What follows belongs to an exercise in optimizing a design on an open flow for a short achievable clock period and few clock cycles; a production flow would make more cautious choices. The RTL was checked by simulation tests, not by an equivalence proof against the original design. Power figures rest on the tool's default switching activity, not on a simulated workload.

===== flow/run.sh =====
#!/bin/bash
# synth_recipe.tcl (not shown) runs the flow's synth.tcl, then flattens the netlist and writes it again
# the make line also repeats each setting of config.mk as NAME=value (left out here)
make -C /OpenROAD-flow-scripts/flow DESIGN_CONFIG=/design/flow/config.mk WORK_HOME=/design/flow/orfs CLKGATE_MAP_FILE= SYNTH_SCRIPT=/design/flow/synth_recipe.tcl finish

===== flow/config.mk =====
export PLATFORM = sky130hd
export DESIGN_NAME = riscv_multicycle
export DESIGN_NICKNAME = riscv_multicycle
export VERILOG_FILES = /design/flow/design.v
export SDC_FILE = /design/flow/constraint.sdc
export NUM_CORES = 4
export LEC_CHECK = 0
export CAP_MARGIN = 20
export CORE_MARGIN = 2
export CORE_UTILIZATION = 40
export SLEW_MARGIN = 20

===== flow/constraint.sdc =====
create_clock -name core_clock -period 22.0 [get_ports {clk_i}]
set_input_delay 4.4000 -clock core_clock [delete_from_list [all_inputs] [get_ports {clk_i}]]
set_output_delay 4.4000 -clock core_clock [all_outputs]
set_load 0.01 [all_outputs]

===== flow/design.v =====
`timescale 1ns / 1ps
module riscv_multicycle (
    input  logic        clk_i,
    input  logic        rstn_i,
    output logic [31:0] imem_addr_o,
    input  logic [31:0] imem_rdata_i,
    output logic [31:0] dmem_addr_o,
    output logic [31:0] dmem_wdata_o,
    output logic        dmem_we_o,
    input  logic [31:0] dmem_rdata_i,
    output logic        update_o,
    output logic [31:0] pc_o,
    output logic [31:0] instr_o,
    output logic [ 4:0] reg_addr_o,
    output logic [31:0] reg_data_o,
    output logic [31:0] mem_addr_o,
    output logic [31:0] mem_data_o,
    output logic        mem_wrt_o
);
    function automatic logic [5:0] clz32(input logic [31:0] x);
        logic [15:0] v2, c2;
        logic [7:0]  v4;  logic [15:0] c4;
        logic [3:0]  v8;  logic [11:0] c8;
        logic [1:0]  v16; logic [7:0]  c16;
        logic [4:0]  c32;
        for (int i = 0; i < 16; i++) begin
            v2[i] = x[2*i+1] | x[2*i];
            c2[i] = ~x[2*i+1];
        end
        for (int i = 0; i < 8; i++) begin
            v4[i] = v2[2*i+1] | v2[2*i];
            c4[2*i +: 2] = v2[2*i+1] ? {1'b0, c2[2*i+1]} : {1'b1, c2[2*i]};
        end
        for (int i = 0; i < 4; i++) begin
            v8[i] = v4[2*i+1] | v4[2*i];
            c8[3*i +: 3] = v4[2*i+1] ? {1'b0, c4[2*(2*i+1) +: 2]} : {1'b1, c4[2*(2*i) +: 2]};
        end
        for (int i = 0; i < 2; i++) begin
            v16[i] = v8[2*i+1] | v8[2*i];
            c16[4*i +: 4] = v8[2*i+1] ? {1'b0, c8[3*(2*i+1) +: 3]} : {1'b1, c8[3*(2*i) +: 3]};
        end
        c32 = v16[1] ? {1'b0, c16[7:4]} : {1'b1, c16[3:0]};
        clz32 = (v16[1] | v16[0]) ? {1'b0, c32} : 6'd32;
    endfunction
    function automatic logic [31:0] rev32(input logic [31:0] x);
        for (int i = 0; i < 32; i++) rev32[i] = x[31-i];
    endfunction
    function automatic logic [5:0] cpop32(input logic [31:0] x);
        logic [31:0] s2; logic [23:0] s4; logic [15:0] s8; logic [9:0] s16;
        for (int i = 0; i < 16; i++) s2[2*i +: 2] = {1'b0, x[2*i]} + {1'b0, x[2*i+1]};
        for (int i = 0; i < 8; i++)  s4[3*i +: 3] = {1'b0, s2[2*(2*i) +: 2]} + {1'b0, s2[2*(2*i+1) +: 2]};
        for (int i = 0; i < 4; i++)  s8[4*i +: 4] = {1'b0, s4[3*(2*i) +: 3]} + {1'b0, s4[3*(2*i+1) +: 3]};
        for (int i = 0; i < 2; i++)  s16[5*i +: 5] = {1'b0, s8[4*(2*i) +: 4]} + {1'b0, s8[4*(2*i+1) +: 4]};
        cpop32 = {1'b0, s16[4:0]} + {1'b0, s16[9:5]};
    endfunction
    logic rst_q;                          
    always_ff @(posedge clk_i) rst_q <= rstn_i;
    logic [31:0] pc_f;
    logic [31:1][31:0] rfq;               
    logic [1023:0]     rfv;               
    logic        x_run;                   
    logic [31:0] x_pc, x_ins;
    logic [31:0] x_a, x_b, x_sd;          
    logic        x_cin;
    logic [4:0]  x_rd;
    logic        x_wr;                    
    logic        x_tr;                    
    logic        x_st;                    
    logic        x_add, x_and, x_or, x_slt, x_clz, x_ctz, x_cpop, x_ld;
    logic        r_v;
    logic [31:0] r_pc, r_ins, r_data, r_maddr, r_mdata;
    logic [4:0]  r_rd;
    logic        r_mw;
    logic [31:0] x_sum, x_res;
    logic        x_lt;
    logic [5:0]  x_clzv, x_ctzv, x_cpopv;
    assign x_sum   = x_a + x_b + {31'b0, x_cin};
    assign x_lt    = (x_a[31] == x_b[31]) ? x_a[31] : x_sum[31];
    assign x_clzv  = clz32(x_a);
    assign x_ctzv  = clz32(rev32(x_a));
    assign x_cpopv = cpop32(x_a);
    assign x_res = ({32{x_add}}  & x_sum)
                 | ({32{x_and}}  & (x_a & x_b))
                 | ({32{x_or}}   & (x_a | x_b))
                 | ({32{x_slt}}  & {31'b0, x_lt})
                 | ({32{x_clz}}  & {26'b0, x_clzv})
                 | ({32{x_ctz}}  & {26'b0, x_ctzv})
                 | ({32{x_cpop}} & {26'b0, x_cpopv})
                 | ({32{x_ld}}   & dmem_rdata_i);
    assign dmem_addr_o  = x_sum;
    assign dmem_wdata_o = x_sd;
    assign dmem_we_o    = x_st;
    logic [31:0] ins;
    logic [6:0]  op;
    logic [2:0]  f3;
    logic [4:0]  rs1, rs2, rd;
    logic        is_op, is_opi, is_ld, is_st, is_br, is_jal, is_lui, is_alu, is_zbb;
    logic [31:0] imm_i, imm_s, imm_b, imm_j, imm_u;
    logic [31:0] rf1, rf2, v1, v2, bsrc;
    logic        fw1, fw2, eq, neg;
    logic [31:0] pc4, pc_br, pc_j, pc_next;
    assign ins = imem_rdata_i;
    assign op  = ins[6:0];
    assign f3  = ins[14:12];
    assign rs1 = ins[19:15];
    assign rs2 = ins[24:20];
    assign rd  = ins[11:7];
    assign is_op  = (op == 7'b0110011);
    assign is_opi = (op == 7'b0010011);
    assign is_ld  = (op == 7'b0000011);
    assign is_st  = (op == 7'b0100011);
    assign is_br  = (op == 7'b1100011);
    assign is_jal = (op == 7'b1101111);
    assign is_lui = (op == 7'b0110111);
    assign is_alu = is_op | is_opi;
    assign is_zbb = (f3 == 3'b001) && (ins[31:22] == 10'b0110000000) && (ins[21:20] != 2'b11);
    assign imm_i = {{20{ins[31]}}, ins[31:20]};
    assign imm_s = {{20{ins[31]}}, ins[31:25], ins[11:7]};
    assign imm_b = {{19{ins[31]}}, ins[31], ins[7], ins[30:25], ins[11:8], 1'b0};
    assign imm_j = {{11{ins[31]}}, ins[31], ins[19:12], ins[20], ins[30:21], 1'b0};
    assign imm_u = {ins[31:12], 12'b0};
    assign rfv = {rfq, 32'b0};
    assign rf1 = rfv[32*rs1 +: 32];
    assign rf2 = rfv[32*rs2 +: 32];
    assign fw1 = x_wr && (x_rd == rs1);
    assign fw2 = x_wr && (x_rd == rs2);
    assign v1  = fw1 ? x_res : rf1;
    assign v2  = fw2 ? x_res : rf2;
    assign eq  = (v1 == v2);
    assign pc4     = pc_f + 32'd4;
    assign pc_br   = pc_f + imm_b;
    assign pc_j    = pc_f + imm_j;
    assign pc_next = is_jal ? pc_j : (is_br && eq) ? pc_br : pc4;
    assign imem_addr_o = pc_f;
    always_comb begin
        if (is_op)       bsrc = v2;
        else if (is_st)  bsrc = imm_s;
        else if (is_lui) bsrc = imm_u;
        else if (is_jal) bsrc = 32'b0;
        else             bsrc = imm_i;
    end
    assign neg = is_alu && ((f3 == 3'b010) || (f3 == 3'b000 && is_op && ins[30]));
    always_ff @(posedge clk_i) begin
        if (!rst_q) pc_f <= 32'h80000000;
        else        pc_f <= pc_next;
    end
    always_ff @(posedge clk_i) begin
        for (int i = 1; i < 32; i++) begin
            if (!rst_q)                      rfq[i] <= 32'b0;
            else if (x_wr && x_rd == 5'(i))  rfq[i] <= x_res;
        end
    end
    always_ff @(posedge clk_i) begin
        x_run <= rstn_i & rst_q;
        x_wr  <= rstn_i & rst_q & (is_alu | is_ld | is_jal | is_lui) & (rd != 5'd0);
        x_st  <= rstn_i & rst_q & is_st;
        x_tr  <= is_alu | is_ld | is_jal | is_lui;
        x_pc  <= pc_f;
        x_ins <= ins;
        x_rd  <= rd;
        x_a   <= is_jal ? pc4 : v1;
        x_b   <= neg ? ~bsrc : bsrc;
        x_cin <= neg;
        x_sd  <= v2;
        x_ld  <= is_ld;
        x_and <= is_alu && f3 == 3'b111;
        x_or  <= is_alu && f3 == 3'b110;
        x_slt <= is_alu && f3 == 3'b010;
        x_clz <= is_alu && is_zbb && ins[21:20] == 2'b00;
        x_ctz <= is_alu && is_zbb && ins[21:20] == 2'b01;
        x_cpop<= is_alu && is_zbb && ins[21:20] == 2'b10;
        x_add <= !(is_ld || (is_alu && (f3 == 3'b111 || f3 == 3'b110 || f3 == 3'b010 || is_zbb)));
    end
    always_ff @(posedge clk_i) begin
        r_v     <= x_run & rstn_i;
        r_pc    <= x_pc;
        r_ins   <= x_ins;
        r_rd    <= x_tr ? x_rd : 5'b0;
        r_data  <= x_tr ? x_res : 32'b0;
        r_mw    <= x_st;
        r_maddr <= x_st ? {2'b0, x_sum[31:2]} : 32'b0;
        r_mdata <= x_st ? x_sd : 32'b0;
    end
    assign update_o   = r_v & rstn_i;
    assign pc_o       = r_pc;
    assign instr_o    = r_ins;
    assign reg_addr_o = r_rd;
    assign reg_data_o = r_data;
    assign mem_addr_o = r_maddr;
    assign mem_data_o = r_mdata;
    assign mem_wrt_o  = r_mw;
endmodule

==> flow_summary_export.csv, run 1 <==
group,metric,value,unit
global_routing,antenna_found_initial,7,
synthesis,synthTopCellsByArea,"dfxtp_1, mux4_2, o211a_1, nand2_1, clkbuf_1",
cts,clk_pin_slew,0.06,ns
detailed_routing,drt-initial-drc-count,7131,
timing,finalCritPeriodShare,54.92,%
global_routing,grtUsageMet2,45.17,%
place,hpwl,173100,um
synthesis,synth-seq-cells,1360,
global_routing,use_met3,5.400,%
detailed_routing,dr.pass1.iters,9,
cts,cts_made_buffers,145,
cts,cts_buffer_depth,3,
detailed_routing,routed_wirelength,268800,um
synthesis,seq_area_frac_synth,38.28,%
die,dieArea,0.1812,mm2
timing,period_minus_slack,12.08,ns
synthesis,yosys_warnings,1,
critical_path,required,22.70,ns
synthesis,synth_top_area_share,38.28,%
layout,drive_gt1_share,15.98,%
global_routing,track_usage,28.87,%
global_routing,grt_pass1_wl,388900,um
die,core,0.1765,mm2
die,initial_core_util,40.30,%
layout,layout.cells.non_filler,9254,
cts,cts_tree,"yes",
cts,h-tree-depth,4,
critical_path,arrival,12.78,ns
synthesis,synth_top_area_cell,"dfxtp_1",
detailed_routing,postRouteAntennaNets,0,
critical_path,worstPathMaxFanout,40,
flow_run,cap_violations,0,
synthesis,synthCells,6841,
timing,finalSetupViolCount,0,
global_routing,grt_overflow,0,
place,gp_congestion,0.9539,
timing,worstMarginPinSlew,1.274,ns
detailed_routing,wl_per_cell,29.05,um
global_routing,busiest_layer,"met2",
synthesis,synthesis.area,0.07112,mm2
die,die_y,425.7,um
synthesis,syn_area_per_cell,10.40,um2
cts,cts_root_buf,"clkbuf_16",
power,p_per_area,71.97,mW/mm2
place,placed_cell_area,0.07604,mm2
cts,cts_setup_buffers,0,
cts,clock_sinks,1360,
cts,cts_resized,0,
layout,post-route-cell-area,0.08138,mm2
timing,grt_setup_unrepaired,"no",
detailed_routing,drc_errors,0,
detailed_routing,vias_per_cell,6.340,
timing,max_freq,0.08276,GHz
die,io_pins,330,
timing,final_hold_viol_count,0,
cts,clkLatencyLatePin,0.82,ns
worst_hold_path,hold_path_class,"register to register",
critical_path,worst_setup_path_start_kind,"primary input",
power,p_leak,41.44,nW
detailed_routing,dr_total_vias,58670,
place,dp_cells,8979,
power,ir_drop,0.05049,mV
timing,relSlewSlack,12.61,%
global_routing,grt_pass1_vias,55520,
critical_path,crit_type,"primary input to register",
timing,tns,0,ns
place,port_buffers,325,
synthesis,async_reset_ff_share,0,%
synthesis,yosysUniqueCellTypes,98,
cts,cts_hold_buffers,0,
critical_path,endpoint_kind,"register",
layout,nets,6999,
global_routing,grt_max_degree,227,
die,die_w,425.7,um
layout,syn2layout_area_growth,14.43,%
synthesis,synthFlopType,"dfxtp_1",
timing,drv_slew,0,
global_routing,met1_usage,37.58,%
outcome,status,"timing/DRC/antenna clean",
die,core.rowCount,154,
synthesis,synth_edf_count,0,
timing,finClkSkew,0.03012,ns
-- critical path: stages --
cell,delay [ns]
buf_8,0.30
buf_4,0.55
buf_4,0.63
buf_4,0.76
mux2_2,0.41
a221oi_1,0.24
a221oi_1,0.10
o211ai_1,0.69
xnor2_1,0.27
nand2_1,0.11
a2111oi_0,0.65
nand4_1,0.22
a2111o_1,0.45
nor4_2,0.59
nand4_2,0.46
nor3b_4,0.69
buf_4,0.52
mux2_1,0.37
o211a_1,0.21
-- worst paths after layout --
check | slack [ns] | cells past startpoint | end | from
max | 9.92 | 19 | pc_f[17]$_SDFF_PN0_ | imem_rdata_i[15]
min | 0.32 | 0 | r_pc[16]$_DFF_P_ | x_pc[16]$_DFF_P_
max reg2reg | 11.91 | 25 | pc_f[17]$_SDFF_PN0_ | x_a[23]$_DFF_P_
min reg2reg | 0.32 | 0 | r_pc[16]$_DFF_P_ | x_pc[16]$_DFF_P_
-- synth_stat cells (28+ instances only) --
| cell | count |
|---|---|
| mux4_2 | 506 |
| a221oi_1 | 40 |
| xnor2_1 | 101 |
| mux2i_1 | 112 |
| and3_1 | 43 |
| a22oi_1 | 55 |
| and2_1 | 97 |
| fa_1 | 28 |
| o22ai_1 | 31 |
| o211a_1 | 1001 |
| mux2_2 | 69 |
| nor2_1 | 223 |
| a21o_1 | 35 |
| nor3_1 | 59 |
| nor2b_1 | 69 |
| a22o_1 | 46 |
| a21oi_1 | 202 |
| nand2_1 | 1167 |
| buf_2 | 65 |
| dfxtp_1 | 1360 |
| a211oi_1 | 28 |
| xor2_1 | 62 |
| o21ai_0 | 137 |
| nand3_1 | 64 |
| inv_1 | 132 |
| clkbuf_1 | 537 |
| ha_1 | 116 |
-- power by group --
part | internal, mW | leakage [nW] | switching, mW
sequential | 2.48 | 11.0 | 0.0203
combinational | 0.210 | 27.9 | 0.450
clock | 1.61 | 2.55 | 1.08
total | 4.30 | 41.4 | 1.56
-- area by class of cell --
class / count / area [um2]
antenna: 4 / 10.01
clock buffer: 205 / 4239
clock inverter: 63 / 982.2
fill: 16330 / 95120
inverter: 133 / 501.7
multi-input combinational: 4666 / 40880
sequential: 1360 / 27240
tap: 2340 / 2928
timing repair buffer: 483 / 4611
-- flip-flops by register name, summed over array words and instances, names as in the netlist, 4 cells and up --
register and cells:
pc_f 31, r_data 32, r_ins 32, r_maddr 30
r_mdata 32, r_pc 31, r_rd 5, rfq 992
x_a 32, x_b 32, x_ins 28, x_pc 31
x_rd 4, x_sd 32
-- cell families after synthesis --
| family | synth area share (%) |
|---|---|
| compound gates | 21.55 |
| xor+xnor | 2.007 |
| fa+ha+maj | 2.829 |
| buf+inv | 4.929 |
| flops | 38.28 |
| mux | 18.80 |
| other cells | 0.005273 |
| simple gates | 11.60 |
-- metal layers --
layer / up-vias / share of wire, % / wire, um
met2: 3074 / 45 / 120800
met4: 2 / 6.1 / 16380
met5: - / 0.0041 / 11
met1: 29610 / 40 / 106400
li1: 25380 / - / -
met3: 608 / 9.4 / 25220
-- through the flow --
stage	util, %	power (mW)	setup WS (ns)	hold WS [ns]
final	46.11	5.857	9.917	0.3222
after global routing	46.11	6.021	9.666	0.3241
after CTS	46.04	5.876	10.14	0.3237
after detailed placement	43.08	3.201	9.279	0.3121
after global placement	43.05	3.198	9.462	0.3100
after floorplan	-	2.942	13.05	0.3096
-- cell usage in the layout (no fill, tap or decap), types with 31 or more instances in the layout --
master | netlist | routed
dfxtp_1 | 1360 | 1356
a22o_1 | 46 | 46
clkdlybuf4s50_1 | 0 | 315
nand2_1 | 1167 | 1167
nor2b_1 | 69 | 66
a22oi_1 | 55 | 55
nor3_1 | 59 | 49
mux4_2 | 506 | 506
xor2_1 | 62 | 60
and2_1 | 97 | 97
buf_4 | 27 | 150
mux2i_1 | 112 | 111
o21ai_0 | 137 | 136
a21o_1 | 35 | 35
mux2_2 | 69 | 69
inv_1 | 132 | 132
a221oi_1 | 40 | 38
clkbuf_16 | 0 | 149
ha_1 | 116 | 116
o211a_1 | 1001 | 1001
nand3_1 | 64 | 64
xnor2_1 | 101 | 101
and3_1 | 43 | 43
nor2_1 | 223 | 195
o22ai_1 | 31 | 31
a21oi_1 | 202 | 183
Testbench counts, summed over its fixed seeds: cycles 8,973.
==> run 2, diff against run 1 <==
--- a/flow/design.v
+++ b/flow/design.v
@@ -55,7 +55,8 @@
     endfunction
     logic rst_q;                          
     always_ff @(posedge clk_i) rst_q <= rstn_i;
-    logic [31:0] pc_f;
+    logic [31:0] x_pc4, x_off;            
+    logic        x_jmp, x_br;
     logic [31:1][31:0] rfq;               
     logic [1023:0]     rfv;               
     logic        x_run;                   
@@ -97,8 +98,8 @@
     logic        is_op, is_opi, is_ld, is_st, is_br, is_jal, is_lui, is_alu, is_zbb;
     logic [31:0] imm_i, imm_s, imm_b, imm_j, imm_u;
     logic [31:0] rf1, rf2, v1, v2, bsrc;
-    logic        fw1, fw2, eq, neg;
-    logic [31:0] pc4, pc_br, pc_j, pc_next;
+    logic        fw1, fw2, rd1, rd2, take, neg;
+    logic [31:0] pc, pc4;
     assign ins = imem_rdata_i;
     assign op  = ins[6:0];
     assign f3  = ins[14:12];
@@ -124,14 +125,14 @@
     assign rf2 = rfv[32*rs2 +: 32];
     assign fw1 = x_wr && (x_rd == rs1);
     assign fw2 = x_wr && (x_rd == rs2);
-    assign v1  = fw1 ? x_res : rf1;
-    assign v2  = fw2 ? x_res : rf2;
-    assign eq  = (v1 == v2);
-    assign pc4     = pc_f + 32'd4;
-    assign pc_br   = pc_f + imm_b;
-    assign pc_j    = pc_f + imm_j;
-    assign pc_next = is_jal ? pc_j : (is_br && eq) ? pc_br : pc4;
-    assign imem_addr_o = pc_f;
+    assign rd1 = rst_q & ~fw1;
+    assign rd2 = rst_q & ~fw2;
+    assign v1  = ({32{fw1}} & x_res) | ({32{rd1}} & rf1);
+    assign v2  = ({32{fw2}} & x_res) | ({32{rd2}} & rf2);
+    assign take    = x_jmp | (x_br & (x_a == x_sd));
+    assign pc      = !rst_q ? 32'h80000000 : take ? x_pc + x_off : x_pc4;
+    assign pc4     = pc + 32'd4;
+    assign imem_addr_o = pc;
     always_comb begin
         if (is_op)       bsrc = v2;
         else if (is_st)  bsrc = imm_s;
@@ -141,21 +142,21 @@
     end
     assign neg = is_alu && ((f3 == 3'b010) || (f3 == 3'b000 && is_op && ins[30]));
     always_ff @(posedge clk_i) begin
-        if (!rst_q) pc_f <= 32'h80000000;
-        else        pc_f <= pc_next;
-    end
-    always_ff @(posedge clk_i) begin
         for (int i = 1; i < 32; i++) begin
             if (!rst_q)                      rfq[i] <= 32'b0;
             else if (x_wr && x_rd == 5'(i))  rfq[i] <= x_res;
         end
     end
     always_ff @(posedge clk_i) begin
-        x_run <= rstn_i & rst_q;
-        x_wr  <= rstn_i & rst_q & (is_alu | is_ld | is_jal | is_lui) & (rd != 5'd0);
-        x_st  <= rstn_i & rst_q & is_st;
+        x_run <= rstn_i;
+        x_wr  <= rstn_i & (is_alu | is_ld | is_jal | is_lui) & (rd != 5'd0);
+        x_st  <= rstn_i & is_st;
         x_tr  <= is_alu | is_ld | is_jal | is_lui;
-        x_pc  <= pc_f;
+        x_pc  <= pc;
+        x_pc4 <= pc4;
+        x_off <= is_jal ? imm_j : imm_b;
+        x_jmp <= is_jal;
+        x_br  <= is_br;
         x_ins <= ins;
         x_rd  <= rd;
         x_a   <= is_jal ? pc4 : v1;
==> run 2 against run 1 <==
  * Still clean on timing, DRC and antenna
  * Sequential share of layout area rose by 2.4 points
  * Register-to-register slack better by 3.4 ns
  * Area after synthesis shrank 6.4%
  * Via count decreased by 8.9%
  * Non-clock buffer count down 22
  * Die area decreased by 6.3%
  * Critical endpoint is now update_o
  * Largest cell class unchanged
==> flow_summary_export.csv, run 2 <==
group,metric,value,unit
outcome,status,"timing/DRC/antenna clean",
critical_path,endpoint_kind,"primary output",
timing,finClkSkew,0.03865,ns
timing,setup_slack,11.60,ns
detailed_routing,routed_wirelength,244100,um
power,p_seq_share,45.3,%
synthesis,synth_edf_count,0,
critical_path,slowest_delay,0.59,ns
cts,cts_made_buffers,151,
cts,cts_root_buf,"clkbuf_16",
critical_path,required,17.60,ns
power,p_sw_share,25.33,%
global_routing,grt_pass1_wl,356000,um
timing,worst_hold_slack,0.3249,ns
timing,tns,0,ns
cts,cts_buffer_depth,3,
synthesis,async_reset_ff_share,0,%
global_routing,grt_pass1_vias,51400,
synthesis,synthCells,6346,
cts,cts_resized,0,
global_routing,antenna_found_initial,15,
cts,cts_tree,"yes",
timing,final_hold_viol_count,0,
worst_hold_path,whs_endpoint,"r_ins[21]$_DFF_P_",
synthesis,yosysUniqueCellTypes,97,
worst_hold_path,hp-start,"x_ins[21]$_DFF_P_",
critical_path,arrival,6.00,ns
synthesis,synth_top_area_share,41.35,%
detailed_routing,postRouteAntennaNets,0,
critical_path,cpMaxStageDelayCell,"clkdlybuf4s50_1",
layout,largest_reg_flops,992,
synthesis,yosys_warnings,1,
power,finalPower,5.578,mW
cts,clock_sinks,1375,
worst_hold_path,hold_path_depth,0,
synthesis,synthTopCellsByArea,"dfxtp_1, mux4_2, a211oi_1, nor2_1, clkbuf_1",
timing,finalCritPeriodShare,47.27,%
global_routing,track_usage,28.20,%
global_routing,grt_overflow,0,
timing,drv_slew,0,
synthesis,synthTopCellsByCount,"dfxtp_1, nor2_1, a211oi_1",
synthesis,syn_area_per_cell,10.49,um2
detailed_routing,drc_errors,0,
timing,finalSetupViolCount,0,
timing,worstMarginPinSlew,1.193,ns
power,ir_drop,0.07501,mV
detailed_routing,dr_total_vias,53470,
cts,cts_setup_buffers,0,
layout,syn2layout_area_growth,15.46,%
power,power_switching,1.413,mW
cts,clkLatencyLatePin,0.82,ns
die,die_y,412.0,um
place,pre_cts_slack,11.62,ns
worst_hold_path,hold_path_class,"register to register",
synthesis,synth-seq-cells,1375,
layout,largest-register,"rfq",
synthesis,synthFlopType,"dfxtp_1",
place,hpwl,153000,um
die,core,0.1652,mm2
place,port_buffers,327,
detailed_routing,vias_per_cell,6.198,
cts,h-tree-depth,4,
synthesis,seq_area_frac_synth,41.35,%
critical_path,worst_setup_path_start_kind,"primary input",
die,io_pins,330,
detailed_routing,wl_per_cell,28.30,um
critical_path,crit-reg2reg-launch,"x_a[13]$_DFF_P_",
critical_path,cp_common_cell,"clkdlybuf4s50_1",
power,p_leak,25.97,nW
power,p_per_area,72.57,mW/mm2
die,initial_core_util,40.30,%
layout,final_common_cell,"dfxtp_1",
timing,grt_setup_unrepaired,"no",
detailed_routing,drt-initial-drc-count,5894,
die,core.rowCount,149,
place,gp_congestion,1.018,
critical_path,crit_type,"primary input to primary output",
synthesis,synthesis.area,0.06657,mm2
cts,clk_pin_slew,0.06,ns
cts,cts_hold_buffers,0,
power,intPower,4.165,mW
layout,nets,6508,
critical_path,rr_endpoint,"x_a[2]$_DFF_P_",
critical_path,worst-r2r-setup-slack,15.32,ns
timing,max_freq,0.09615,GHz
layout,drive_gt1_share,17.84,%
timing,period_minus_slack,10.40,ns
global_routing,grt_max_degree,222,
critical_path,worstPathMaxFanout,5,
layout,final_cell_mix,"dfxtp_1, nor2_1, a211oi_1",
power,p_comb_share,8.2,%
layout,fin_util,46.53,%
power,pwr-share-clk,46.5,%
die,die_w,412.0,um
flow_run,cap_violations,0,
critical_path,ff2ff_path_depth,18,
critical_path,crit_path_cell_trace,"clkdlybuf4s50_1 -> buf_4 -> and2_1 -> clkdlybuf4s50_1",
detailed_routing,dr.pass1.iters,6,
die,dieArea,0.1697,mm2
synthesis,synth_top_area_cell,"dfxtp_1",
synthesis,synth.most_common_cell,"dfxtp_1",
timing,relSlewSlack,20.45,%
[run 2: cell count changes after synthesis, sizes merged, moves of 20 or more]
cell	delta
a211oi	+895
a221oi	-24
a22oi	-25
buf	-46
mux2i	-35
mux4	+66
nand2	-1040
nor2	+843
nor2b	-23
nor3	-35
o211a	-998
o21ai	+54
xor2	-20
[run 2: critical path, delay by kind of cell]
| family | cells | cell delay, ns |
|---|---|---|
| simple gates | 1 | 0.31 |
| buf+inv | 3 | 1.28 |
[run 2: logic make-up (layout without fill, tap and decap cells)]
kind of cell             Yosys count  after routing  share of synthesized area [%]
XOR/XNOR                         141            141                          1.878
other                              1              6                       0.005633
AO/OA/AOI/OAI                   1684           1684                          17.99
adder cells (fa/ha/maj)          130            130                          2.748
AND/OR/NAND/NOR                 1529           1529                          9.909
flip-flops                      1375           1375                          41.35
buffers and inverters            768            855                          4.447
multiplexers                     718            718                          21.68
[run 2: worst max path at each step]
stage | from | endpoint | slack [ns] | cells past startpoint
after floorplan | rstn_i | update_o | 13.05 | 1
after global placement | rstn_i | update_o | 11.59 | 4
after detailed placement | rstn_i | update_o | 11.62 | 4
after CTS | rstn_i | update_o | 11.61 | 4
after global routing | rstn_i | update_o | 11.60 | 4
final | rstn_i | update_o | 11.60 | 4
[run 2: cell type report]
type,count,area [um2]
flip-flops and latches,1375,27540
clock inverters,54,571.8
fillers,15260,88310
repair buffers,461,4412
inverters,119,454.2
clock buffers,221,4477
multi-input cells,4204,36660
well taps,2189,2739
diodes,4,10.01
[run 2: metal layers]
layer  global-route usage, %  up-vias  part of all wire (%)
met4                   16.98        4                   6.7
met3                   5.432      654                   8.2
met2                   44.05     2563                    45
met5                       0        -                0.0074
li1                        -    23720                     -
met1                   36.23    26540                    40
[run 2: through the flow]
step,cell area (um2),std cells
after floorplan,66570,6347
after global placement,71680,8344
after detailed placement,71710,8345
after CTS,76760,8620
after global routing,76860,8624
final,76860,8627
[run 2: power by group through the flow]
stage | Clock [mW] | Combinational [mW] | Sequential, mW
floorplan | 0 | 0.267 | 2.57
finish | 2.59 | 0.459 | 2.53
detailed placement | 0 | 0.448 | 2.58
global route | 2.73 | 0.479 | 2.53
CTS | 2.62 | 0.449 | 2.53
global placement | 0 | 0.446 | 2.58
Testbench counts of run 2, summed over its fixed seeds: cycles 8,965.
==> run 3, diff against run 2 <==
==> flow/flow/run.sh (new file) <==
#!/bin/bash
# Layout flow: the standard ORFS flow (standard.sh, standard synthesis unchanged) with two
# changes to how the layout is made:
#  - the port buffers that buffer_ports inserts on every input and output are buf_4 cells
#    (the default pick is a slow delay buffer), so each port still gets its own buffer;
set -euo pipefail
export BUFFER_PORTS_ARGS="-buffer_cell sky130_fd_sc_hd__buf_4"
export SETUP_SLACK_MARGIN=13
bash standard.sh > standard_flow.log 2>&1
==> flow/standard.sh (new file) <==
#!/bin/bash
# synth_recipe.tcl (not shown) runs the flow's synth.tcl, then flattens the netlist and writes it again
# the make line also repeats each setting of config.mk as NAME=value (left out here)
make -C /OpenROAD-flow-scripts/flow DESIGN_CONFIG=/design/flow/config.mk WORK_HOME=/design/flow/orfs CLKGATE_MAP_FILE= SYNTH_SCRIPT=/design/flow/synth_recipe.tcl "${@:-finish}"
removed: flow/run.sh
==> run 3 against run 2 <==
  * Still clean on timing, DRC and antenna
  * Core utilization is 0.43 points lower
  * Sequential share of layout area is 0.33 points higher
  * Non-clock buffer count is 17 higher
  * Clock power hardly changed
  * Critical path depth is 1 lower
  * Combinational power is 1% lower
  * Cell area is 0.92% lower
  * Critical path type unchanged
  * Highest routed layer is now met4
==> flow_summary_export.csv, run 3 <==
group,metric,value,unit
place,gp_congestion,1.022,
synthesis,synthTopCellsByArea,"dfxtp_1, mux4_2, a211oi_1, nor2_1, clkbuf_1",
detailed_routing,dr.pass1.iters,6,
cts,cts_buffer_depth,3,
global_routing,track_usage,28.69,%
die,core,0.1652,mm2
detailed_routing,dr_total_vias,53730,
critical_path,cpMaxStageDelayCell,"and2_4",
layout,syn2layout_area_growth,14.40,%
synthesis,async_reset_ff_share,0,%
global_routing,grt_pass1_vias,51160,
critical_path,endpoint_kind,"primary output",
detailed_routing,drc_errors,0,
timing,drv_slew,0,
global_routing,grt_overflow,0,
global_routing,grt_max_degree,103,
die,dieArea,0.1697,mm2
synthesis,yosysUniqueCellTypes,97,
power,p_per_area,73.33,mW/mm2
synthesis,yosys_warnings,1,
critical_path,crit_start,"rstn_i",
critical_path,worstPathMaxFanout,2,
layout,drive_gt1_share,22.96,%
critical_path,crit_type,"primary input to primary output",
die,die_y,412.0,um
timing,finalCritPeriodShare,41.79,%
power,ir_drop,0.07623,mV
place,hpwl,161800,um
outcome,status,"timing/DRC/antenna clean",
detailed_routing,wl_per_cell,28.84,um
layout,final_common_cell,"dfxtp_1",
timing,worst_hold_slack,0.3213,ns
timing,max_freq,0.1088,GHz
timing,tns,0,ns
place,port_buffers,327,
synthesis,synthFlopType,"dfxtp_1",
power,finalPower,5.585,mW
global_routing,antenna_found_initial,10,
die,core.rowCount,149,
layout,largest_reg_flops,992,
synthesis,synth-seq-cells,1375,
timing,worstMarginPinSlew,1.156,ns
timing,grt_setup_unrepaired,"yes",
timing,finClkSkew,0.03440,ns
critical_path,slowest_delay,0.14,ns
detailed_routing,routed_wirelength,249100,um
synthesis,seq_area_frac_synth,41.35,%
die,io_pins,330,
die,initial_core_util,40.30,%
cts,cts_tree,"yes",
cts,cts_root_buf,"clkbuf_16",
cts,clock_sinks,1375,
cts,clkLatencyLatePin,0.82,ns
synthesis,synth_top_area_share,41.35,%
timing,relSlewSlack,22.40,%
layout,largest-register,"rfq",
synthesis,synthesis.area,0.06657,mm2
place,pre_cts_slack,12.69,ns
critical_path,required,17.60,ns
cts,cts_hold_buffers,0,
die,die_w,412.0,um
worst_hold_path,hold_path_class,"register to register",
detailed_routing,postRouteAntennaNets,0,
critical_path,worst_setup_path_start_kind,"primary input",
detailed_routing,vias_per_cell,6.221,
timing,setup_slack,12.81,ns
timing,final_hold_viol_count,0,
synthesis,synth_top_area_cell,"dfxtp_1",
detailed_routing,drt-initial-drc-count,5950,
synthesis,synthCells,6346,
synthesis,synth.most_common_cell,"dfxtp_1",
synthesis,synthTopCellsByCount,"dfxtp_1, nor2_1, a211oi_1",
layout,final_cell_mix,"dfxtp_1, nor2_1, a211oi_1",
timing,period_minus_slack,9.194,ns
power,p_leak,26.54,nW
critical_path,crit-reg2reg-launch,"x_a[15]$_DFF_P_",
critical_path,crit_buf_inv,2,
synthesis,syn_area_per_cell,10.49,um2
critical_path,cpLargestDelayFamily,"buffers and inverters",
layout,fill_cells,15230,
worst_hold_path,hp-start,"x_ins[24]$_DFF_P_",
global_routing,grt_pass1_wl,359800,um
cts,clk_pin_slew,0.07,ns
cts,cts_made_buffers,148,
flow_run,cap_violations,0,
cts,h-tree-depth,4,
synthesis,synth_edf_count,0,
critical_path,arrival,4.79,ns
layout,nets,6522,
timing,finalSetupViolCount,0,
critical_path,crit_path_cell_trace,"buf_12 -> and2_4 -> buf_6",
[run 3: cell counts after synthesis]
No cell type changed its count.
[run 3: path summary, 6_finish.rpt]
check,to,slack [ns],cells past startpoint
setup / recovery,update_o,12.81,3
hold / removal,r_ins[24]$_DFF_P_,0.32,0
setup reg to reg,x_b[2]$_DFF_P_,15.11,18
hold reg to reg,r_ins[24]$_DFF_P_,0.32,0
[run 3: cells by family (layout without fill, tap and decap cells)]
family / Yosys count / count (layout) / share of synthesized area, %
flops: 1375 / 1375 / 41.35
simple gates: 1529 / 1529 / 9.909
other cells: 1 / 5 / 0.005633
buf+inv: 768 / 866 / 4.447
xor+xnor: 141 / 141 / 1.878
fa+ha+maj: 130 / 130 / 2.748
compound gates: 1684 / 1684 / 17.99
mux: 718 / 718 / 21.68
[run 3: layer usage]
layer  vias to the layer above  wire length, um  GRT usage, %  share of wire, %
li1                      23700                -             -                 -
met1                     26540            98750         37.17                40
met2                      2852           110500         44.15                44
met3                       634            23200         6.199               9.3
met4                         0            16650         16.76               6.7
met5                         -                0             0                 0
[run 3: layout make-up]
class	instances	area, um2	area share, %
multi-input cells	4204	36700	48.18
flip-flops and latches	1375	27540	36.16
clock buffers	213	4313	5.663
repair buffers	478	3700	4.858
well taps	2189	2739	3.596
clock inverters	56	713.2	0.9365
inverters	119	454.2	0.5964
diodes	3	7.507	0.009858
[run 3: worst register-to-register path, cell delays in order (launching register included)]
cell and delay (ns):
dfxtp_1 0.77, inv_1 0.18, fa_1 0.62, fa_1 0.47, fa_1 0.49, fa_1 0.60, fa_1 0.48, fa_1 0.50
inv_1 0.05, ha_1 0.21, fa_1 0.46, xor2_1 0.18, a22oi_1 0.24, o2111ai_1 0.28, a41oi_4 0.23, buf_4 0.43
o22ai_1 0.29, a21oi_1 0.23, xnor2_1 0.08
[run 3: per-stage QoR]
step	instance area [um2]	cells	utilization [%]
CTS	76080	8631	46.06
global route	76150	8635	46.10
finish	76160	8637	46.11
global placement	70980	8360	42.97
detailed placement	71000	8361	42.99
floorplan	66570	6347	-
[run 3: repair_timing]
item,in CTS,in global routing
cloned,0,0
setup buffers,1,1
gates resized for setup,9,3
pin swaps,1,2
setup endpoints to repair,6,7
[run 3: power breakdown]
part,switching (mW),leakage (nW),internal (mW)
registers,0.0186,11.1,2.51
clock network,1.08,2.47,1.52
logic,0.316,13.0,0.137
==> run 4, diff against run 3 <==
--- a/flow/design.v
+++ b/flow/design.v
@@ -59,7 +59,6 @@
     logic        x_jmp, x_br;
     logic [31:1][31:0] rfq;               
     logic [1023:0]     rfv;               
-    logic        x_run;                   
     logic [31:0] x_pc, x_ins;
     logic [31:0] x_a, x_b, x_sd;          
     logic        x_cin;
@@ -90,7 +89,7 @@
                  | ({32{x_ld}}   & dmem_rdata_i);
     assign dmem_addr_o  = x_sum;
     assign dmem_wdata_o = x_sd;
-    assign dmem_we_o    = x_st;
+    assign dmem_we_o    = x_st & rst_q;
     logic [31:0] ins;
     logic [6:0]  op;
     logic [2:0]  f3;
@@ -123,8 +122,8 @@
     assign rfv = {rfq, 32'b0};
     assign rf1 = rfv[32*rs1 +: 32];
     assign rf2 = rfv[32*rs2 +: 32];
-    assign fw1 = x_wr && (x_rd == rs1);
-    assign fw2 = x_wr && (x_rd == rs2);
+    assign fw1 = rst_q && x_wr && (x_rd == rs1);
+    assign fw2 = rst_q && x_wr && (x_rd == rs2);
     assign rd1 = rst_q & ~fw1;
     assign rd2 = rst_q & ~fw2;
     assign v1  = ({32{fw1}} & x_res) | ({32{rd1}} & rf1);
@@ -148,9 +147,8 @@
         end
     end
     always_ff @(posedge clk_i) begin
-        x_run <= rstn_i;
-        x_wr  <= rstn_i & (is_alu | is_ld | is_jal | is_lui) & (rd != 5'd0);
-        x_st  <= rstn_i & is_st;
+        x_wr  <= (is_alu | is_ld | is_jal | is_lui) & (rd != 5'd0);
+        x_st  <= is_st;
         x_tr  <= is_alu | is_ld | is_jal | is_lui;
         x_pc  <= pc;
         x_pc4 <= pc4;
@@ -173,7 +171,7 @@
         x_add <= !(is_ld || (is_alu && (f3 == 3'b111 || f3 == 3'b110 || f3 == 3'b010 || is_zbb)));
     end
     always_ff @(posedge clk_i) begin
-        r_v     <= x_run & rstn_i;
+        r_v     <= rst_q & rstn_i;
         r_pc    <= x_pc;
         r_ins   <= x_ins;
         r_rd    <= x_tr ? x_rd : 5'b0;
==> run 4 against run 3 <==
  * Still clean on timing, DRC and antenna
  * Wire length down 3.2%
  * Register-to-register slack about the same
  * Setup slack better by 0.061 ns
  * Hold slack about the same
  * Cell area down 0.19%
  * Die area down 0.34%
  * Core utilization about the same
  * Clock power up 2%
  * Synthesized cell count up 0.17%
  * Power up 0.71%
  * Final cell count down 0.12%
  * Non-clock buffer count down 19
==> flow_summary_export.csv, run 4 <==
group,metric,value,unit
die,core.rowCount,149,
detailed_routing,dr_total_vias,53170,
layout,drive_gt1_share,22.41,%
power,p_per_area,73.99,mW/mm2
power,ir_drop,0.09241,mV
critical_path,crit_path_cell_trace,"buf_6 -> and2_4 -> buf_6",
critical_path,cpMaxStageDelayCell,"and2_4",
power,p_leak,26.44,nW
cts,clk_pin_slew,0.06,ns
cts,h-tree-depth,4,
timing,worstMarginPinSlew,1.258,ns
global_routing,busiest_layer,"met2",
synthesis,yosysUniqueCellTypes,94,
timing,relSlewSlack,16.15,%
die,die_y,411.3,um
detailed_routing,wl_per_cell,27.94,um
synthesis,async_reset_ff_share,0,%
synthesis,synthTopCellsByCount,"dfxtp_1, nor2_1, a211oi_1",
power,pwr-share-clk,47.0,%
cts,cts_made_buffers,153,
critical_path,worstPathMaxFanout,3,
place,dp_cells,8345,
die,core,0.1648,mm2
cts,cts_buffer_depth,3,
timing,finalCritPeriodShare,41.51,%
worst_hold_path,whs_endpoint,"r_ins[24]$_DFF_P_",
layout,nets,6510,
detailed_routing,routed_wirelength,241000,um
power,power_switching,1.435,mW
layout,fin_util,46.12,%
critical_path,arrival,4.73,ns
critical_path,cp_common_cell,"buf_6",
critical_path,crit-reg2reg-launch,"x_a[9]$_DFF_P_",
critical_path,crit_type,"primary input to primary output",
power,p_sw_share,25.52,%
die,initial_core_util,40.26,%
synthesis,synth_edf_count,0,
critical_path,worst-r2r-setup-slack,15.10,ns
layout,layout.cells.non_filler,8627,
timing,worst_hold_slack,0.3209,ns
synthesis,synthTopCellsByArea,"dfxtp_1, mux4_2, a211oi_1, nor2_1, clkbuf_1",
synthesis,synth_top_area_share,41.49,%
critical_path,required,17.60,ns
worst_hold_path,hold_path_depth,0,
cts,clkLatencyLatePin,0.83,ns
global_routing,grt_pass1_wl,349500,um
layout,largest_reg_flops,992,
place,hpwl,152100,um
timing,period_minus_slack,9.132,ns
synthesis,synth.most_common_cell,"dfxtp_1",
critical_path,endpoint_kind,"primary output",
timing,final_hold_viol_count,0,
global_routing,met1_usage,36.54,%
power,p_seq_share,45.0,%
critical_path,ff2ff_path_depth,17,
synthesis,syn_area_per_cell,10.44,um2
global_routing,grt_max_degree,236,
critical_path,cpLargestDelayFamily,"buffers and inverters",
global_routing,grt_pass1_vias,50580,
critical_path,slowest_delay,0.13,ns
timing,drv_slew,0,
layout,final_common_cell,"dfxtp_1",
timing,finClkSkew,0.03226,ns
critical_path,rr_endpoint,"x_a[4]$_DFF_P_",
global_routing,use_met3,5.449,%
cts,cts_tree,"yes",
place,gp_congestion,1.009,
critical_path,worst_setup_path_start_kind,"primary input",
synthesis,yosys_warnings,1,
layout,final_cell_mix,"dfxtp_1, nor2_1, a211oi_1",
global_routing,antenna_found_initial,4,
timing,max_freq,0.1095,GHz
synthesis,synthCells,6357,
cts,cts_root_buf,"clkbuf_16",
global_routing,track_usage,27.69,%
worst_hold_path,hp-start,"x_ins[24]$_DFF_P_",
detailed_routing,drc_errors,0,
die,dieArea,0.1691,mm2
detailed_routing,drt-initial-drc-count,6115,
power,p_comb_share,7.9,%
place,port_buffers,327,
critical_path,crit_buf_inv,2,
layout,syn2layout_area_growth,14.57,%
timing,finalSetupViolCount,0,
worst_hold_path,hold_path_class,"register to register",
detailed_routing,dr.pass1.iters,6,
detailed_routing,vias_per_cell,6.164,
synthesis,seq_area_frac_synth,41.49,%
die,die_w,411.3,um
synthesis,synth_top_area_cell,"dfxtp_1",
die,io_pins,330,
cts,clock_sinks,1375,
synthesis,synth-seq-cells,1375,
power,intPower,4.189,mW
outcome,status,"timing/DRC/antenna clean",
timing,grt_setup_unrepaired,"yes",
synthesis,synthesis.area,0.06634,mm2
layout,largest-register,"rfq",
detailed_routing,postRouteAntennaNets,0,
timing,tns,0,ns
flow_run,cap_violations,0,
global_routing,grt_overflow,0,
global_routing,grtUsageMet2,43.82,%
synthesis,synthFlopType,"dfxtp_1",
==> run 4: metrics by stage <==
stage | power, mW | area (um2) | setup WS [ns]
after CTS | 5.645 | 75920 | 12.87
final | 5.624 | 76010 | 12.87
after global routing | 5.770 | 76000 | 12.86
after detailed placement | 3.023 | 70740 | 12.82
after global placement | 3.022 | 70700 | 12.82
after floorplan | 2.846 | 66350 | 13.05
==> run 4: layout make-up <==
type                            count  area (um2)
Multi-Input combinational cell   4206       36510
Sequential cell                  1375       27540
Tap cell                         2189        2739
Antenna cell                        4       10.01
Fill cell                       15270       88790
Timing Repair Buffer              459        3592
Clock buffer                      216        4429
Clock inverter                     59       735.7
Inverter                          119       454.2
==> run 4: logic make-up after synthesis <==
group / count (synthesis) / synth area share (%)
flip-flops: 1375 / 41.49
adder cells (fa/ha/maj): 130 / 2.757
buffers and inverters: 777 / 4.555
AO/OA/AOI/OAI: 1663 / 17.52
multiplexers: 714 / 21.67
other: 1 / 0.005652
AND/OR/NAND/NOR: 1544 / 9.977
XOR/XNOR: 153 / 2.031
==> run 4: what timing repair did <==
item                                    4_1_cts  5_1_grt
setup buffers                                 0        1
gates resized for setup                       4        4
endpoints found under the hold margin         0        0
endpoints found under the setup margin        4        7
pin swaps                                     0        1
hold buffers                                  0        0
==> run 4: metal layers <==
metal / share of wire, % / up-vias
met5: 0.013 / -
met1: 40 / 26310
met4: 5.3 / 4
met3: 8.9 / 567
li1: - / 23650
met2: 46 / 2649
==> run 4: power by group through the flow <==
stage	Combinational, mW	Clock, mW	Sequential [mW]
after global routing	0.465	2.77	2.53
after detailed placement	0.436	0	2.59
after global placement	0.435	0	2.59
after floorplan	0.270	0	2.58
after CTS	0.437	2.68	2.53
final	0.446	2.65	2.53
==> run 4: worst max-delay path by stage <==
stage	start	end	slack, ns	depth (start not counted)
after floorplan	rstn_i	update_o	13.05	1
after global routing	rstn_i	update_o	12.86	3
after global placement	rstn_i	update_o	12.82	3
after detailed placement	rstn_i	update_o	12.82	3
final	rstn_i	update_o	12.87	3
after CTS	rstn_i	update_o	12.87	3
Testbench counts of run 4, summed over its fixed seeds: cycles 8,965.
==> run 5, diff against run 4 <==
==> flow/run.sh (new file) <==
#!/bin/bash
# synth_recipe.tcl (not shown) runs the flow's synth.tcl, then flattens the netlist and writes it again
# the make line also repeats each setting of config.mk as NAME=value (left out here)
make -C /OpenROAD-flow-scripts/flow DESIGN_CONFIG=/design/flow/config.mk WORK_HOME=/design/flow/orfs CLKGATE_MAP_FILE= SYNTH_SCRIPT=/design/flow/synth_recipe.tcl finish
removed: flow/flow/run.sh
removed: flow/standard.sh
==> run 5 against run 4 <==
  * Final cell count shrank 0.12%
  * Area after synthesis unchanged
  * Die area is the same
  * Global-route usage down 0.32 points
  * Synthesized cell count did not move
  * Largest cell class unchanged
  * Sequential power is essentially flat
  * Cell area up 0.96%
  * First-iteration DRC count decreased by 2.1%
  * Largest power group unchanged
  * Critical path depth did not move
  * Combinational power rose by 1%
  * Sequential cell count unchanged
==> flow_summary_export.csv, run 5 <==
group,metric,value,unit
global_routing,grt_pass1_vias,51040,
critical_path,slowest_delay,0.53,ns
layout,nets,6499,
timing,period_minus_slack,9.955,ns
cts,cts_made_buffers,154,
detailed_routing,postRouteAntennaNets,0,
power,p_sw_share,25.52,%
timing,finClkSkew,0.04254,ns
critical_path,crit_path_cell_trace,"clkdlybuf4s50_1 -> and2_1 -> clkdlybuf4s50_1",
critical_path,worst-r2r-setup-slack,15.40,ns
place,pre_cts_slack,12.06,ns
layout,largest-register,"rfq",
cts,cts_resized,0,
place,port_buffers,327,
layout,syn2layout_area_growth,15.67,%
global_routing,track_usage,27.37,%
worst_hold_path,hold_path_class,"register to register",
global_routing,antenna_found_initial,4,
critical_path,worst_setup_path_start_kind,"primary input",
detailed_routing,dr.pass1.iters,6,
cts,cts_hold_buffers,0,
timing,worstMarginPinSlew,1.281,ns
place,hpwl,148300,um
critical_path,cp_common_cell,"clkdlybuf4s50_1",
place,placed_cell_area,0.07150,mm2
global_routing,grt_max_degree,223,
detailed_routing,drc_errors,0,
detailed_routing,drt-initial-drc-count,5985,
power,ir_drop,0.08686,mV
critical_path,arrival,5.55,ns
synthesis,syn_area_per_cell,10.44,um2
die,initial_core_util,40.26,%
power,power_switching,1.435,mW
synthesis,synth_edf_count,0,
synthesis,synthTopCellsByArea,"dfxtp_1, mux4_2, a211oi_1, nor2_1, clkbuf_1",
critical_path,crit_buf_inv,2,
power,p_leak,25.85,nW
timing,finalCritPeriodShare,45.25,%
layout,largest_reg_flops,992,
synthesis,yosysUniqueCellTypes,94,
timing,relSlewSlack,12.15,%
layout,final_cell_mix,"dfxtp_1, nor2_1, a211oi_1",
layout,drive_gt1_share,17.38,%
detailed_routing,dr_total_vias,52930,
critical_path,crit-reg2reg-launch,"x_a[27]$_DFF_P_",
power,p_per_area,73.25,mW/mm2
die,die_y,411.3,um
detailed_routing,routed_wirelength,236800,um
synthesis,synthesis.area,0.06634,mm2
synthesis,synthTopCellsByCount,"dfxtp_1, nor2_1, a211oi_1",
timing,finalSetupViolCount,0,
cts,clock_sinks,1375,
timing,drv_slew,0,
critical_path,required,17.60,ns
timing,grt_setup_unrepaired,"no",
cts,clkLatencyLatePin,0.83,ns
synthesis,seq_area_frac_synth,41.49,%
detailed_routing,wl_per_cell,27.48,um
timing,max_freq,0.1005,GHz
worst_hold_path,hp-start,"x_ins[2]$_DFF_P_",
detailed_routing,vias_per_cell,6.143,
die,io_pins,330,
layout,layout.cells.non_filler,8617,
die,core,0.1648,mm2
critical_path,ff2ff_path_depth,18,
power,pwr-share-clk,46.9,%
synthesis,synthFlopType,"dfxtp_1",
timing,worst_hold_slack,0.3244,ns
worst_hold_path,hold_path_depth,0,
critical_path,crit_type,"primary input to primary output",
cts,cts_root_buf,"clkbuf_16",
power,intPower,4.187,mW
synthesis,synth-seq-cells,1375,
critical_path,rr_endpoint,"x_b[2]$_DFF_P_",
cts,clk_pin_slew,0.06,ns
power,p_comb_share,8.0,%
die,core.rowCount,149,
cts,h-tree-depth,4,
cts,cts_tree,"yes",
synthesis,synthCells,6357,
global_routing,grt_overflow,0,
flow_run,cap_violations,0,
layout,post-route-cell-area,0.07674,mm2
layout,final_common_cell,"dfxtp_1",
power,p_seq_share,45.0,%
synthesis,synth.most_common_cell,"dfxtp_1",
die,die_w,411.3,um
die,dieArea,0.1691,mm2
critical_path,cpMaxStageDelayCell,"clkdlybuf4s50_1",
cts,cts_setup_buffers,0,
worst_hold_path,whs_endpoint,"r_ins[2]$_DFF_P_",
synthesis,async_reset_ff_share,0,%
timing,final_hold_viol_count,0,
critical_path,endpoint_kind,"primary output",
timing,setup_slack,12.05,ns
synthesis,yosys_warnings,1,
synthesis,synth_top_area_share,41.49,%
place,dp_cells,8335,
critical_path,cpLargestDelayFamily,"buffers and inverters",
cts,cts_buffer_depth,3,
critical_path,worstPathMaxFanout,3,
synthesis,synth_top_area_cell,"dfxtp_1",
outcome,status,"timing/DRC/antenna clean",
place,gp_congestion,0.9580,
timing,tns,0,ns
global_routing,grt_pass1_wl,347000,um
[run 5: cell counts after synthesis]
Identical to the previous run, type by type.
[run 5: area by class of cell]
type | instances | area (um2)
Clock buffer | 223 | 4526
Tap cell | 2189 | 2739
Fill cell | 15060 | 88060
Inverter | 119 | 454.2
Multi-Input combinational cell | 4206 | 36510
Clock inverter | 57 | 669.4
Antenna cell | 1 | 2.502
Sequential cell | 1375 | 27540
Timing Repair Buffer | 447 | 4307
[run 5: worst max-delay path by stage]
stage / cells after the start / to / from
floorplan: 1 / update_o / rstn_i
global placement: 3 / update_o / rstn_i
detailed placement: 3 / update_o / rstn_i
CTS: 3 / update_o / rstn_i
global route: 3 / update_o / rstn_i
finish: 3 / update_o / rstn_i
[run 5: layer usage]
layer	vias to the layer above	share of wire [%]	GRT usage, %
li1	23650	-	-
met1	26270	41	36.13
met2	2502	46	43.04
met3	515	8.2	5.331
met4	4	5.0	13.30
met5	-	0.014	0
[run 5: power groups by stage]
stage / clock [mW] / sequential [mW] / combinational (mW)
detailed placement: 0 / 2.59 / 0.443
global route: 2.77 / 2.53 / 0.472
global placement: 0 / 2.59 / 0.442
CTS: 2.67 / 2.53 / 0.445
floorplan: 0 / 2.58 / 0.270
finish: 2.64 / 2.53 / 0.451
[run 5: stage by stage]
| step | utilization [%] | power (mW) |
|---|---|---|
| 4_1_cts | 46.54 | 5.645 |
| 5_1_grt | 46.56 | 5.773 |
| 3_5_place_dp | 43.39 | 3.029 |
| 6_report | 46.56 | 5.622 |
| 3_3_place_gp | 43.35 | 3.028 |
| 2_1_floorplan | - | 2.846 |
[run 5: kinds of logic (layout without fill, tap and decap cells)]
| family | after synthesis | in the layout | synth area share [%] |
|---|---|---|---|
| other cells | 1 | 3 | 0.005652 |
| simple gates | 1544 | 1544 | 9.977 |
| compound gates | 1663 | 1663 | 17.52 |
| xor+xnor | 153 | 153 | 2.031 |
| fa+ha+maj | 130 | 130 | 2.757 |
| flops | 1375 | 1375 | 41.49 |
| buf+inv | 777 | 846 | 4.555 |
| mux | 714 | 714 | 21.67 |

-- what the ideal ports hide --
No port has a modelled driver above. Below, the same layouts with a new extraction and two added sets of constraints.
Step 1 assumes that a clkbuf_16 drives the clock port and a buf_2 every other input.
Step 2 times the ports against the registers' clock, not the clock port: input delays grow and output delays shrink by t, the midpoint of the rising clock arrivals with the driver on.
Three values: ideal ports, drivers, drivers and shift; two values: the first two.
run | t, ns | slack for setup (ns) | worst setup path at the end | slew at the worst register clock pin (ns) | cell pins on the clock port's net
run 1 | 0.901 | 9.917 / 9.956 / 9.055 | input to register | 0.07 / 0.07 | 1
run 2 | 0.880 | 11.600 / 11.569 / 11.569 | input to output | 0.07 / 0.07 | 1
run 3 | 0.887 | 12.806 / 12.731 / 12.725 | input to register | 0.07 / 0.07 | 1
run 4 | 0.891 | 12.868 / 12.831 / 12.831 | input to output | 0.07 / 0.07 | 1
run 5 | 0.889 | 12.045 / 12.021 / 12.021 | input to output | 0.07 / 0.07 | 1
After both steps setup and hold are still met in every run listed. For run 1, which loses most, drivers alone change the setup slack by +0.039 ns; drivers and shift together by -0.862 ns.
